From an optimization exercise on the open Yosys and OpenROAD flow, aimed at small area, a short achievable clock period and few clock cycles per item; shortcuts taken in it are not production practice.
In this exercise RTL edits were held to simulation tests only and were not proved equivalent to the original.

07-09:
==> flow/design.v (excerpt) <==
module interp_top #(
  parameter  int unsigned W = 16
) (
  input              clk,
  input              rstn,
  input              en,
  input  [8*W-1:0]   feat,
  input  [9*W-1:0]   x,
  input  [9*W-1:0]   y,
  input  [9*W-1:0]   z,
  output [W-1:0]     interpolated_feat,
  output             done
);
logic [0:7][W-1:0] feat_arr;
logic [0:8][W-1:0] x_arr, y_arr, z_arr;
genvar g;
generate
  for (g = 0; g < 8; g = g + 1) begin : feat_unpack
    assign feat_arr[g] = feat[g*W +: W];
  end
  for (g = 0; g < 9; g = g + 1) begin : xyz_unpack
    assign x_arr[g] = x[g*W +: W];
    assign y_arr[g] = y[g*W +: W];
    assign z_arr[g] = z[g*W +: W];
  end
endgenerate
interpolate_cal #(
  .DATA_SIZE(W)
) INTERP (
  .clk               (clk),
  .rstn              (rstn),
  .en                (en),
  .feat              (feat_arr),
  .x                 (x_arr),
  .y                 (y_arr),
  .z                 (z_arr),
  .interpolated_feat (interpolated_feat),
  .done              (done)
);
endmodule
Size: ~14000 um2 of cells after synthesis.
==> module interpolate_cal, before the edit <==
module interpolate_cal #(
  parameter  int unsigned HALF_SIZE = 16,
  parameter  int unsigned DATA_SIZE = 16
) (
  input clk,
  input rstn,
  input en,
  input [0:7][DATA_SIZE-1:0] feat,
  input [0:8][DATA_SIZE-1:0] x,  
  input [0:8][DATA_SIZE-1:0] y,
  input [0:8][DATA_SIZE-1:0] z,
  output logic [DATA_SIZE-1:0] interpolated_feat,
  output logic done
);
localparam int W = DATA_SIZE;
logic         busy;         
logic [3:0]   op;           
logic [1:0]   cnt;          
logic         first;        
logic [W-1:0] r;            
logic [W-1:0] d;            
logic         p_valid;      
logic [3:0]   p_nib;        
logic [W-1:0] p, m, a, b;
logic [W-1:0] d_norm;
logic [1:0]   k_norm;
always_comb begin
  if (d[15:12] != 4'd0)     begin d_norm = d;         k_norm = 2'd0; end
  else if (d[11:8] != 4'd0) begin d_norm = d << 4;    k_norm = 2'd1; end
  else if (d[7:4] != 4'd0)  begin d_norm = d << 8;    k_norm = 2'd2; end
  else                      begin d_norm = d << 12;   k_norm = 2'd3; end
end
wire [W-1:0] dv   = first ? d_norm : d;
wire [1:0]   left = first ? k_norm : cnt;
wire idle   = !busy && !p_valid;
wire start  = idle && en;
wire last   = busy && (left == 2'd0);
wire load   = start || (last && op != 4'd10);
wire [3:0] lop = busy ? op + 4'd1 : 4'd1;    
logic [W-1:0] d_a, d_b, n_a, n_b;
always_comb begin
  d_a = x[1]; d_b = x[0];
  case (lop)
    4'd1:  begin d_a = x[1]; d_b = x[0]; end
    4'd2:  begin d_a = y[2]; d_b = y[0]; end
    4'd3:  begin d_a = x[3]; d_b = x[2]; end
    4'd4:  begin d_a = y[2]; d_b = y[0]; end
    4'd5:  begin d_a = z[4]; d_b = z[0]; end
    4'd6:  begin d_a = x[5]; d_b = x[4]; end
    4'd7:  begin d_a = y[6]; d_b = y[4]; end
    4'd8:  begin d_a = x[7]; d_b = x[6]; end
    4'd9:  begin d_a = y[6]; d_b = y[4]; end
    4'd10: begin d_a = z[4]; d_b = z[0]; end
    default: ;
  endcase
  case (lop)
    4'd2, 4'd7: n_a = y[8];
    4'd5:       n_a = z[8];
    4'd4, 4'd9, 4'd10: n_a = d_a;
    default:    n_a = x[8];
  endcase
  case (lop)
    4'd4, 4'd9: n_b = y[8];
    4'd10:      n_b = z[8];
    default:    n_b = d_b;
  endcase
end
wire [W-1:0] n_new, d_new;
interp_add #(W, 1) u_nsub (.a(n_a), .b(~n_b), .ci(1'b1), .s(n_new), .co());
interp_add #(W, 1) u_dsub (.a(d_a), .b(~d_b), .ci(1'b1), .s(d_new), .co());
logic [W-1:0] rs [0:4];
logic [3:0]   nib;
assign rs[0] = r;
for (genvar j = 0; j < 4; j++) begin : step
  localparam int S = 3 - j;
  wire [W-1:0] dsh  = dv << S;
  wire         fits = (S == 0) ? 1'b1 : ~|dv[W-1 -: (S == 0 ? 1 : S)];
  wire [W-1:0] diff;
  wire         nb;
  interp_add #(W, 2) u_sub (.a(rs[j]), .b(~dsh), .ci(1'b1), .s(diff), .co(nb));
  assign nib[S]  = nb & fits;
  assign rs[j+1] = nib[S] ? diff : rs[j];
end
always_ff @(posedge clk) begin
  if (!rstn) begin
    busy  <= 1'b0;
    op    <= 4'd1;
  end else if (load) begin
    busy  <= 1'b1;
    op    <= lop;
  end else if (last) begin
    busy  <= 1'b0;
  end
end
always_ff @(posedge clk) begin
  first <= load;
  if (load) begin
    r   <= n_new;
    d   <= d_new;
  end else begin
    r   <= rs[4];
    d   <= dv >> 4;
  end
  cnt <= left - 2'd1;
end
always_ff @(posedge clk) begin
  if (!rstn) begin
    p_valid <= 1'b0;
    done    <= 1'b0;
  end else begin
    p_valid <= busy;
    done    <= p_valid && !busy;
  end
  p_nib   <= nib;
end
wire x_op  = (op == 4'd1) || (op == 4'd3) || (op == 4'd6) || (op == 4'd8);
wire [W-1:0] f_a = (op == 4'd1) ? feat[0] : (op == 4'd3) ? feat[2] :
                   (op == 4'd6) ? feat[4] : feat[6];
wire [W-1:0] f_b = (op == 4'd1) ? feat[1] : (op == 4'd3) ? feat[3] :
                   (op == 4'd6) ? feat[5] : feat[7];
wire [W-1:0] f_sum;
interp_add #(W, 1) u_fadd (.a(f_a), .b(f_b), .ci(1'b0), .s(f_sum), .co());
wire p_fin  = first || !busy;                               
wire add_a  = first && (op == 4'd5 || op == 4'd10);         
wire add_b  = !busy;                                        
wire [W-1:0] addend = add_a ? a : add_b ? b : '0;
wire [W-1:0] p_new = (p << 4) + addend
                   + (p_nib[3] ? (m << 3) : '0)
                   + (p_nib[2] ? (m << 2) : '0)
                   + (p_nib[1] ? (m << 1) : '0)
                   + (p_nib[0] ? m : '0);
always_ff @(posedge clk) begin
  if (start)
    p <= '0;
  else if (p_valid)
    p <= (p_fin && busy) ? '0 : p_new;
  if (busy && first)
    m <= x_op ? f_sum : p_new;
  if (p_valid && first && (op == 4'd3 || op == 4'd8)) a <= p_new;   
  if (p_valid && first && op == 4'd6) b <= p_new;                    
end
assign interpolated_feat = p;
endmodule
Settings: LEC_CHECK=0, CAP_MARGIN=20, CORE_MARGIN=2, CORE_UTILIZATION=40, PLACE_DENSITY=0.6, SLEW_MARGIN=20; clock period 33.0 ns.
standard.sh (not shown) runs the stock make flow with config.mk's settings and CLKGATE_MAP_FILE= SYNTH_SCRIPT=/design/flow/synth_recipe.tcl, a recipe that flattens the netlist after the stock synthesis.
==> flow/flow/run.sh <==
#!/bin/bash
set -euo pipefail
export BUFFER_PORTS_ARGS="-buffer_cell sky130_fd_sc_hd__buf_1"
export SETUP_SLACK_MARGIN=22
bash standard.sh > standard_flow.log 2>&1
Testbench counts of 07-09, summed over its fixed seeds: cycles 65,649, items 2,400.
For 08-24, these inputs were changed with respect to 07-09:
--- a/flow/design.v
+++ b/flow/design.v
@@ -68,18 +68,27 @@
 logic [W-1:0] d;            
 logic         p_valid;      
 logic [3:0]   p_nib;        
 logic [W-1:0] p, m, a, b;
-logic [W-1:0] d_norm;
-logic [1:0]   k_norm;
+logic [3:0] d_top;
 always_comb begin
-  if (d[15:12] != 4'd0)     begin d_norm = d;         k_norm = 2'd0; end
-  else if (d[11:8] != 4'd0) begin d_norm = d << 4;    k_norm = 2'd1; end
-  else if (d[7:4] != 4'd0)  begin d_norm = d << 8;    k_norm = 2'd2; end
-  else                      begin d_norm = d << 12;   k_norm = 2'd3; end
-end
-wire [W-1:0] dv   = first ? d_norm : d;
-wire [1:0]   left = first ? k_norm : cnt;
+  case (cnt)
+    2'd1:    d_top = d[11:8];
+    2'd2:    d_top = d[7:4];
+    default: d_top = d[3:0];
+  endcase
+end
+wire skip = first && (cnt != 2'd0) && (r[15:12] < d_top);
+wire [1:0] left = cnt - {1'b0, skip};
+logic [W-1:0] dv;
+always_comb begin
+  case (left)
+    2'd0: dv = d;
+    2'd1: dv = d << 4;
+    2'd2: dv = d << 8;
+    default: dv = d << 12;
+  endcase
+end
 wire idle   = !busy && !p_valid;
 wire start  = idle && en;
 wire last   = busy && (left == 2'd0);
 wire load   = start || (last && op != 4'd10);
@@ -114,8 +123,11 @@
 end
 wire [W-1:0] n_new, d_new;
 interp_add #(W, 1) u_nsub (.a(n_a), .b(~n_b), .ci(1'b1), .s(n_new), .co());
 interp_add #(W, 1) u_dsub (.a(d_a), .b(~d_b), .ci(1'b1), .s(d_new), .co());
+wire [1:0] k_new = (d_new[15:12] != 4'd0) ? 2'd0 :
+                   (d_new[11:8]  != 4'd0) ? 2'd1 :
+                   (d_new[7:4]   != 4'd0) ? 2'd2 : 2'd3;
 logic [W-1:0] rs [0:4];
 logic [3:0]   nib;
 assign rs[0] = r;
 for (genvar j = 0; j < 4; j++) begin : step
@@ -143,13 +155,13 @@
   first <= load;
   if (load) begin
     r   <= n_new;
     d   <= d_new;
+    cnt <= k_new;
   end else begin
     r   <= rs[4];
-    d   <= dv >> 4;
-  end
-  cnt <= left - 2'd1;
+    cnt <= left - 2'd1;
+  end
 end
 always_ff @(posedge clk) begin
   if (!rstn) begin
     p_valid <= 1'b0;
@@ -170,13 +182,24 @@
 wire p_fin  = first || !busy;                               
 wire add_a  = first && (op == 4'd5 || op == 4'd10);         
 wire add_b  = !busy;                                        
 wire [W-1:0] addend = add_a ? a : add_b ? b : '0;
-wire [W-1:0] p_new = (p << 4) + addend
-                   + (p_nib[3] ? (m << 3) : '0)
-                   + (p_nib[2] ? (m << 2) : '0)
-                   + (p_nib[1] ? (m << 1) : '0)
-                   + (p_nib[0] ? m : '0);
+wire [W-1:0] t0 = addend;
+wire [W-1:0] t1 = p << 4;
+wire [W-1:0] t2 = p_nib[3] ? (m << 3) : '0;
+wire [W-1:0] t3 = p_nib[2] ? (m << 2) : '0;
+wire [W-1:0] t4 = p_nib[1] ? (m << 1) : '0;
+wire [W-1:0] t5 = p_nib[0] ? m : '0;
+wire [W-1:0] s1 = t0 ^ t1 ^ t2;
+wire [W-1:0] c1 = ((t0 & t1) | (t0 & t2) | (t1 & t2)) << 1;
+wire [W-1:0] s2 = t3 ^ t4 ^ t5;
+wire [W-1:0] c2 = ((t3 & t4) | (t3 & t5) | (t4 & t5)) << 1;
+wire [W-1:0] s3 = s1 ^ c1 ^ s2;
+wire [W-1:0] c3 = ((s1 & c1) | (s1 & s2) | (c1 & s2)) << 1;
+wire [W-1:0] s4 = s3 ^ c3 ^ c2;
+wire [W-1:0] c4 = ((s3 & c3) | (s3 & c2) | (c3 & c2)) << 1;
+wire [W-1:0] p_new;
+interp_add #(W, 0) u_pcpa (.a(s4), .b(c4), .ci(1'b0), .s(p_new), .co());
 always_ff @(posedge clk) begin
   if (start)
     p <= '0;
   else if (p_valid)
### Flow results
Looking at worst setup path endpoint, the INTERP.r[4]$_DFF_P_ result is from 07-09; the INTERP.r[5]$_DFF_P_ one comes from 08-24.
Relative to 07-09, post-CTS resize count has gone up in 08-24.
Against 07-09, final critical path time including I/O delays and setup in 08-24 came out worse.
Post-layout worst setup margin: 08-24 < 07-09
08-24 drops fewer vias than 07-09.
Fmax: 08-24 lower than 07-09
Average wire per cell in the routed design ended up 3.4% lower on 08-24 than on 07-09.
In the tables for 08-24 and 07-09, global-route wire length before repair reads higher with 07-09.
Maximum number of pins on one net before global-route repair: 08-24 higher than 07-09
08-24 ends up with a critical path depth that is 15% higher than in 07-09.
Min total global routing track utilization across 08-24 and 07-09: 08-24
Diff 07-09 -> 08-24: number of design-rule violations left by the first detailed-router iteration higher, placer congestion estimate lower.
Testbench counts of 08-24, summed over its fixed seeds: cycles 56,492, items 2,400.

==> separate check: timing with driven ports <==
No port has a modelled driver above. Below, the same layouts with a new extraction and two added sets of constraints. Step 1: set_driving_cell puts a clkbuf_16 on clk and a buf_2 on each other input, an assumption about the parent block. Step 2 also shifts input and output timing later by t, the mid clock arrival at the registers, as if the neighbouring blocks saw the same clock. Three values: ideal, step 1, step 2; two values: the first two.
run | shift t [ns] | setup slack, ns | hold slack, ns | worst data-port slew with drivers (ns) | pins driven straight from the clock port
07-09 | 0.400 | 22.586 / 22.586 / 22.337 | 0.445 / 0.445 / 0.445 | 0.20 | 1
08-24 | 0.417 | 22.282 / 22.282 / 22.282 | 0.486 / 0.486 / 0.486 | 0.10 | 1
After both steps setup and hold are still met in every run listed. For 07-09, which loses most, drivers alone change the setup slack by 0.000 ns; drivers and shift together by -0.249 ns.
